Source: an optimization exercise on an open RTL-to-GDS flow (aim: small area, a short achievable clock period and few clock cycles). Production flows keep margins and buffers that such runs may drop.
Power figures rest on the tool's default switching activity, not on a simulated workload.

pine:
==> flow/design.v <==
`timescale 1ns / 1ps
module process (
        input                clk,
        input                rst,
        input  [23:0]        in_pix,
        output [7:0]         str_addr,
        input  [15:0]        str_data,
        output reg [5:0]     row, col,
        output reg           out_we,
        output [23:0]        out_pix,
        output reg           gray_done,
        output reg           compress_done,
        output reg           encode_done
    );
	localparam PH_GRAY = 2'd0, PH_CMP = 2'd1, PH_ENC = 2'd2, PH_DONE = 2'd3;
	localparam C_P1 = 2'd0, C_P3 = 2'd1, C_P2 = 2'd2;
	localparam E_RD = 2'd0, E_AL = 2'd1, E_WK = 2'd2;
	localparam T_NONE = 2'd0, T_P1 = 2'd1, T_P2 = 2'd2, T_ER = 2'd3;
	localparam A_HOLD = 3'd0, A_INC = 3'd1, A_TOG = 3'd2, A_DEC = 3'd3,
	           A_CLRK = 3'd4, A_WALK = 3'd5, A_NEXT = 3'd6;
	reg [1:0]  ph;
	reg [1:0]  gs;           
	reg [1:0]  cp;           
	reg [1:0]  ep;           
	reg [7:0]  g_q;          
	reg [1:0]  v_tag;        
	reg [1:0]  d_tag;        
	reg [3:0]  d_k;          
	reg [23:0] in_q;
	reg [11:0] S;            
	reg [11:0] D;            
	reg [4:0]  beta;
	reg [15:0] bm;           
	reg [15:0] qv;           
	reg [7:0]  x0;           
	reg [7:0]  x1;           
	reg [3:0]  x2;           
	reg [3:0]  x3;           
	reg        x4;           
	wire [7:0] qh = qv[15:8], ql = qv[7:0], avgB = x0, num = x1;
	wire [3:0] rh = x2, rl = x3;
	wire       first = x4;
	wire [15:0] val = qv;
	wire [7:0] q0 = x0, oth = x1;
	wire [3:0] s = x2, p = x3;
	wire       found = x4;
	wire [7:0] blk = {row[5:2], col[5:2]};
	wire [3:0] k   = {row[1:0], col[1:0]};
	assign out_pix  = {8'd0, g_q, 8'd0};
	assign str_addr = blk;
	wire [7:0] G = in_q[15:8];
	wire [7:0] cr = in_q[23:16], cg = in_q[15:8], cb = in_q[7:0];
	wire       rg  = cr >= cg, rb = cr >= cb, gb = cg >= cb;
	wire [7:0] mx  = (rg & rb) ? cr : gb ? cg : cb;
	wire [7:0] mn  = (~rg & ~rb) ? cr : gb ? cb : cg;
	wire [8:0] mm  = mx + mn;
	wire [7:0] avg  = S[11:4];
	wire [8:0] diff = {1'b0, G} - {1'b0, avg};
	wire       ge   = ~diff[8];
	wire [4:0] dl   = 5'd16 - beta;
	wire [4:0] th   = {rh, num[7]};
	wire [4:0] tl   = {rl, num[7]};
	wire [5:0] dh   = {1'b0, th} - {1'b0, beta};
	wire [5:0] dq   = {1'b0, tl} - {1'b0, dl};
	wire       gh   = ~dh[5];
	wire       gl   = ~dq[5];
	wire [4:0] th2  = dh[4:0];
	wire [4:0] tl2  = dq[4:0];
	wire [12:0] sad = {D, 1'b0} - {9'd0, S[3:0]};
	function [1:0] madd3;   
		input [1:0] a, b;
		case ({a, b})
		4'b0000, 4'b0110, 4'b1001: madd3 = 2'd0;
		4'b0001, 4'b0100, 4'b1010: madd3 = 2'd1;
		4'b0010, 4'b1000, 4'b0101: madd3 = 2'd2;
		default:                   madd3 = 2'bxx;
		endcase
	endfunction
	function [2:0] step3;
		input [1:0] r;
		input       b;
		case ({r, b})
		3'b000:  step3 = 3'b0_00;
		3'b001:  step3 = 3'b0_01;
		3'b010:  step3 = 3'b0_10;
		3'b011:  step3 = 3'b1_00;
		3'b100:  step3 = 3'b1_01;
		3'b101:  step3 = 3'b1_10;
		default: step3 = 3'bxxx;
		endcase
	endfunction
	reg [1:0]  pre [0:7];    
	reg [1:0]  rin;
	reg [2:0]  t1, t0;
	reg [15:0] v3;
	reg [1:0]  r3;
	integer i, l, bs;
	always @(*) begin
		for (i = 0; i < 8; i = i + 1)
			pre[i] = (val[15-2*i -: 2] == 2'd3) ? 2'd0 : val[15-2*i -: 2];
		for (l = 0; l < 3; l = l + 1)
			for (i = 0; i < 8; i = i + 1)
				if ((i >> l) & 1) begin
					bs = ((i >> (l + 1)) << (l + 1)) + (1 << l) - 1;
					pre[i] = madd3(pre[bs], pre[i]);
				end
		r3 = pre[7];
		for (i = 0; i < 8; i = i + 1) begin
			rin = (i == 0) ? 2'd0 : pre[i-1];
			t1 = step3(rin, val[15-2*i]);
			t0 = step3(t1[1:0], val[14-2*i]);
			v3[15-2*i] = t1[2];
			v3[14-2*i] = t0[2];
		end
	end
	wire [3:0] s_al = found ? s : (G != q0) ? 4'd15 : 4'd1;
	wire [3:0] sx   = (ep == E_AL) ? s_al : s;
	wire [3:0] pc   = (ep == E_AL) ? 4'd1 : p;
	wire [3:0] pp   = (pc == sx) ? pc + 4'd1 : pc;
	wire       eqp  = (ep == E_AL) ? bm[pp + 4'd1] : bm[pp];
	wire [7:0] lvl  = eqp ? q0 : oth;
	reg [5:0] n_row, n_col;
	reg       n_we;
	reg [1:0] n_tag;
	reg [1:0] nb_ph, nb_cp, nb_ep;
	reg [2:0] am;            
	reg [11:0] a_inc, n_a;
	reg       p3go;
	always @(posedge clk) begin
		in_q  <= in_pix;
		d_tag <= v_tag;
		d_k   <= k;
		case (d_tag)
		T_P1: S <= (d_k == 4'd0 ? 12'd0 : S) + G;
		T_P2: begin
			D    <= (d_k == 4'd0 ? 12'd0 : D) + (ge ? {4'd0, diff[7:0]} : 12'd0);
			beta <= (d_k == 4'd0 ? 5'd0 : beta) + ge;
			bm   <= {bm[14:0], ge};
		end
		T_ER: begin
			bm <= {(G == q0) | (d_k == 4'd0), bm[15:1]};
			if (d_k == 4'd0) begin
				x0 <= G;
				x4 <= 1'b0;
			end else if (!found && G != q0) begin
				x4 <= 1'b1;
				x2 <= d_k;
				x1 <= G;
			end
		end
		default: ;
		endcase
		if (ph == PH_CMP && cp == C_P1) begin
			if (k == 4'd1) begin
				x1 <= sad[11:4];
				x0 <= avg;
				x2 <= 4'd0;
				x3 <= 4'd0;
			end else if (k >= 4'd2 && k <= 4'd12) begin
				x1 <= {num[6:0], 1'b0};
				x2 <= gh ? th2[3:0] : th[3:0];
				x3 <= gl ? tl2[3:0] : tl[3:0];
				qv <= {qh[6:0], gh, ql[6:0], gl};
			end
		end
		gray_done     <= 1'b0;
		compress_done <= 1'b0;
		n_we  = 1'b0;
		n_tag = T_NONE;
		nb_ph = ph;
		nb_cp = cp;
		nb_ep = ep;
		am    = A_HOLD;
		p3go  = 1'b0;
		case (ph)
		PH_GRAY: begin
			g_q <= mm[8:1];
			gs  <= gs + 2'd1;
			am  = (gs == 2'd3) ? A_INC : A_TOG;
			n_we = ~gs[1] & gs[0] | gs[1] & ~gs[0];
			if (gs == 2'd3 && {blk, k} == 12'hfff) begin
				gray_done <= 1'b1;
				nb_ph = PH_CMP;
				nb_cp = C_P1;
				n_tag = T_P1;
				n_we  = 1'b0;
				x4 <= 1'b1;
			end
		end
		PH_CMP: begin
			case (cp)
			C_P1: if (k != 4'd15) begin
					n_tag = T_P1; am = A_INC;
				end else if (first) begin
					nb_cp = C_P2; n_tag = T_P2; x4 <= 1'b0; am = A_CLRK;
				end else begin
					nb_cp = C_P3; p3go = 1'b1; am = A_DEC;
				end
			C_P3: begin
					am = A_INC;
					if (k != 4'd15) begin
						p3go = 1'b1;
					end else if (blk != 8'd255) begin
						nb_cp = C_P2; n_tag = T_P2;
					end else begin
						compress_done <= 1'b1;
						nb_ph = PH_ENC;
						nb_ep = E_RD;
						n_tag = T_ER;
					end
				end
			C_P2: begin
					am = A_INC;
					if (k != 4'd15)
						n_tag = T_P2;
					else begin
						nb_cp = C_P1; n_tag = T_P1;
					end
				end
			default: ;
			endcase
			if (p3go) begin
				g_q <= bm[15] ? avgB + qh : avgB - ql;
				bm  <= {bm[14:0], 1'b0};
				n_we = 1'b1;
			end
		end
		PH_ENC: begin
			case (ep)
			E_RD: begin
				if (k == 4'd0)
					qv <= str_data;
				if (k != 4'd15) begin
					n_tag = T_ER; am = A_INC;
				end else
					nb_ep = E_AL;
			end
			default: begin
				if (ep == E_AL)
					x2 <= s_al;
				nb_ep = E_WK;
				if (val != 16'd0) begin
					qv <= v3;
					x3 <= pp + 4'd1;
					am = A_WALK;
					if (r3 != 2'd0) begin
						n_we = 1'b1;
						g_q  <= (r3 == 2'd1) ? lvl + 8'd1 : lvl - 8'd1;
					end
				end else if (blk != 8'd255) begin
					am = A_NEXT;
					nb_ep = E_RD;
					n_tag = T_ER;
				end else begin
					nb_ph = PH_DONE;
					encode_done <= 1'b1;
				end
			end
			endcase
		end
		default: ;
		endcase
		a_inc = {blk, k | {4{am == A_NEXT}}} + 12'd1;
		case (am)
		A_INC, A_NEXT: n_a = a_inc;
		A_TOG:         n_a = {blk, k[3:1], ~k[0]};
		A_DEC:         n_a = {blk - 8'd1, 4'd0};
		A_CLRK:        n_a = {blk, 4'd0};
		A_WALK:        n_a = {blk, pp};
		default:       n_a = {blk, k};
		endcase
		n_row = {n_a[11:8], n_a[3:2]};
		n_col = {n_a[7:4], n_a[1:0]};
		ph     <= nb_ph;
		cp     <= nb_cp;
		ep     <= nb_ep;
		v_tag  <= n_tag;
		out_we <= n_we;
		row    <= n_row;
		col    <= n_col;
		if (rst) begin
			ph <= PH_GRAY;
			gs <= 2'd0;
			v_tag <= T_NONE;
			d_tag <= T_NONE;
			out_we <= 1'b0;
			row <= 6'd0;
			col <= 6'd0;
			gray_done <= 1'b0;
			compress_done <= 1'b0;
			encode_done <= 1'b0;
		end
	end
endmodule
==> flow/config.mk <==
export PLATFORM = sky130hd
export DESIGN_NAME = process
export DESIGN_NICKNAME = process
export VERILOG_FILES = /design/flow/design.v
export SDC_FILE = /design/flow/constraint.sdc
export NUM_CORES = 4
export LEC_CHECK = 0
export ABC_AREA = 1
export CAP_MARGIN = 20
export CORE_MARGIN = 2
export CORE_UTILIZATION = 40
export SLEW_MARGIN = 20
==> flow/constraint.sdc <==
create_clock -name core_clock -period 25.0 [get_ports {clk}]
set_input_delay 5.0000 -clock core_clock [delete_from_list [all_inputs] [get_ports {clk}]]
set_output_delay 5.0000 -clock core_clock [all_outputs]
set_load 0.01 [all_outputs]
standard.sh (not shown) runs the stock make flow with config.mk's settings and CLKGATE_MAP_FILE= SYNTH_SCRIPT=/design/flow/synth_recipe.tcl, a recipe that flattens the netlist after the stock synthesis.
==> flow/flow/run.sh <==
#!/bin/bash
# The standard layout, with ORFS's repair_timing aiming for a setup slack
# of at least 19 ns at the design's 25 ns clock, so that the port buffers and
# slow drivers on the longest paths are sized for speed. make's full output
# goes to standard.log; ORFS keeps each step's log under orfs/logs.
set -euo pipefail
bash standard.sh SETUP_SLACK_MARGIN=19 finish > standard.log 2>&1
### pine -> maple
--- a/flow/design.v
+++ b/flow/design.v
@@ -30,22 +30,20 @@
 	reg [11:0] S;            
 	reg [11:0] D;            
 	reg [4:0]  beta;
 	reg [15:0] bm;           
 	reg [15:0] qv;           
 	reg [7:0]  x0;           
-	reg [7:0]  x1;           
-	reg [3:0]  x2;           
 	reg [3:0]  x3;           
 	reg        x4;           
-	wire [7:0] qh = qv[15:8], ql = qv[7:0], avgB = x0, num = x1;
-	wire [3:0] rh = x2, rl = x3;
+	wire [7:0] qh = qv[15:8], ql = qv[7:0], avgB = x0, num = D[11:4];
+	wire [3:0] rh = D[3:0], rl = x3;
 	wire       first = x4;
 	wire [15:0] val = qv;
-	wire [7:0] q0 = x0, oth = x1;
-	wire [3:0] s = x2, p = x3;
+	wire [7:0] q0 = x0, oth = D[7:0];
+	wire [3:0] s = D[11:8], p = x3;
 	wire       found = x4;
 	wire [7:0] blk = {row[5:2], col[5:2]};
 	wire [3:0] k   = {row[1:0], col[1:0]};
 	assign out_pix  = {8'd0, g_q, 8'd0};
 	assign str_addr = blk;
 	wire [7:0] G = in_q[15:8];
@@ -141,27 +139,24 @@
 			bm <= {(G == q0) | (d_k == 4'd0), bm[15:1]};
 			if (d_k == 4'd0) begin
 				x0 <= G;
 				x4 <= 1'b0;
 			end else if (!found && G != q0) begin
 				x4 <= 1'b1;
-				x2 <= d_k;
-				x1 <= G;
+				D <= {d_k, G};
 			end
 		end
 		default: ;
 		endcase
 		if (ph == PH_CMP && cp == C_P1) begin
 			if (k == 4'd1) begin
-				x1 <= sad[11:4];
+				D  <= {sad[11:4], 4'd0};
 				x0 <= avg;
-				x2 <= 4'd0;
 				x3 <= 4'd0;
 			end else if (k >= 4'd2 && k <= 4'd12) begin
-				x1 <= {num[6:0], 1'b0};
-				x2 <= gh ? th2[3:0] : th[3:0];
+				D  <= {num[6:0], 1'b0, gh ? th2[3:0] : th[3:0]};
 				x3 <= gl ? tl2[3:0] : tl[3:0];
 				qv <= {qh[6:0], gh, ql[6:0], gl};
 			end
 		end
 		gray_done     <= 1'b0;
 		compress_done <= 1'b0;
@@ -171,13 +166,12 @@
 		nb_cp = cp;
 		nb_ep = ep;
 		am    = A_HOLD;
 		p3go  = 1'b0;
 		case (ph)
 		PH_GRAY: begin
-			g_q <= mm[8:1];
 			gs  <= gs + 2'd1;
 			am  = (gs == 2'd3) ? A_INC : A_TOG;
 			n_we = ~gs[1] & gs[0] | gs[1] & ~gs[0];
 			if (gs == 2'd3 && {blk, k} == 12'hfff) begin
 				gray_done <= 1'b1;
 				nb_ph = PH_CMP;
@@ -217,13 +211,12 @@
 						nb_cp = C_P1; n_tag = T_P1;
 					end
 				end
 			default: ;
 			endcase
 			if (p3go) begin
-				g_q <= bm[15] ? avgB + qh : avgB - ql;
 				bm  <= {bm[14:0], 1'b0};
 				n_we = 1'b1;
 			end
 		end
 		PH_ENC: begin
 			case (ep)
@@ -234,22 +227,20 @@
 					n_tag = T_ER; am = A_INC;
 				end else
 					nb_ep = E_AL;
 			end
 			default: begin
 				if (ep == E_AL)
-					x2 <= s_al;
+					D[11:8] <= s_al;
 				nb_ep = E_WK;
 				if (val != 16'd0) begin
 					qv <= v3;
 					x3 <= pp + 4'd1;
 					am = A_WALK;
-					if (r3 != 2'd0) begin
+					if (r3 != 2'd0)
 						n_we = 1'b1;
-						g_q  <= (r3 == 2'd1) ? lvl + 8'd1 : lvl - 8'd1;
-					end
 				end else if (blk != 8'd255) begin
 					am = A_NEXT;
 					nb_ep = E_RD;
 					n_tag = T_ER;
 				end else begin
 					nb_ph = PH_DONE;
@@ -257,12 +248,14 @@
 				end
 			end
 			endcase
 		end
 		default: ;
 		endcase
+		g_q <= ph[1] ? ((r3 == 2'd1) ? lvl + 8'd1 : lvl - 8'd1) :
+		       ph[0] ? (bm[15] ? avgB + qh : avgB - ql) : mm[8:1];
 		a_inc = {blk, k | {4{am == A_NEXT}}} + 12'd1;
 		case (am)
 		A_INC, A_NEXT: n_a = a_inc;
 		A_TOG:         n_a = {blk, k[3:1], ~k[0]};
 		A_DEC:         n_a = {blk - 8'd1, 4'd0};
 		A_CLRK:        n_a = {blk, 4'd0};
## What came out
maple: switching power share of the total is 1.3 points higher than what pine reported. Summary: starting DRC count in detailed routing, maple worse than pine. Higher internal power goes to pine over maple. Diff pine and maple: net switching power lower in pine. Summary of maple over pine: pin slew with the least headroom to its limit went up; count of sequential standard cells shows a reduction of about 7%; number of vias after detailed routing moved up. In the reports for pine and maple, the larger worst-case setup margin in the final layout belongs to pine. Changes observed in maple relative to pine: utilization fell 0.63 points; total placed cells including tap cells fell 0.32%; power rose 0.39%.
Function was not checked in any run of this note: the RTL went through the layout flow alone.

==> port drivers added, routing unchanged <==
Ports are ideal in the flow. The routed layouts listed here were re-timed in OpenROAD.
Step 1 assumes that a clkbuf_16 drives the clock port and a buf_2 every other input.
Step 2 times the ports against the registers' clock, not the clock port: input delays grow and output delays shrink by t, the midpoint of the rising clock arrivals with the driver on.
Slacks: no drivers / after step 1 / after step 2; pairs: no drivers / after step 1.
run | t (ns) | slack for setup (ns) | worst setup path at the end | worst data-port slew with drivers (ns)
pine | 0.484 | 19.043 / 18.992 / 18.656 | input to register | 0.04
maple | 0.494 | 19.028 / 18.975 / 18.648 | input to register | 0.04
After both steps setup and hold are still met in every run listed. The setup slack of pine, which loses most, moves by -0.051 ns with the drivers and by -0.387 ns with both steps.
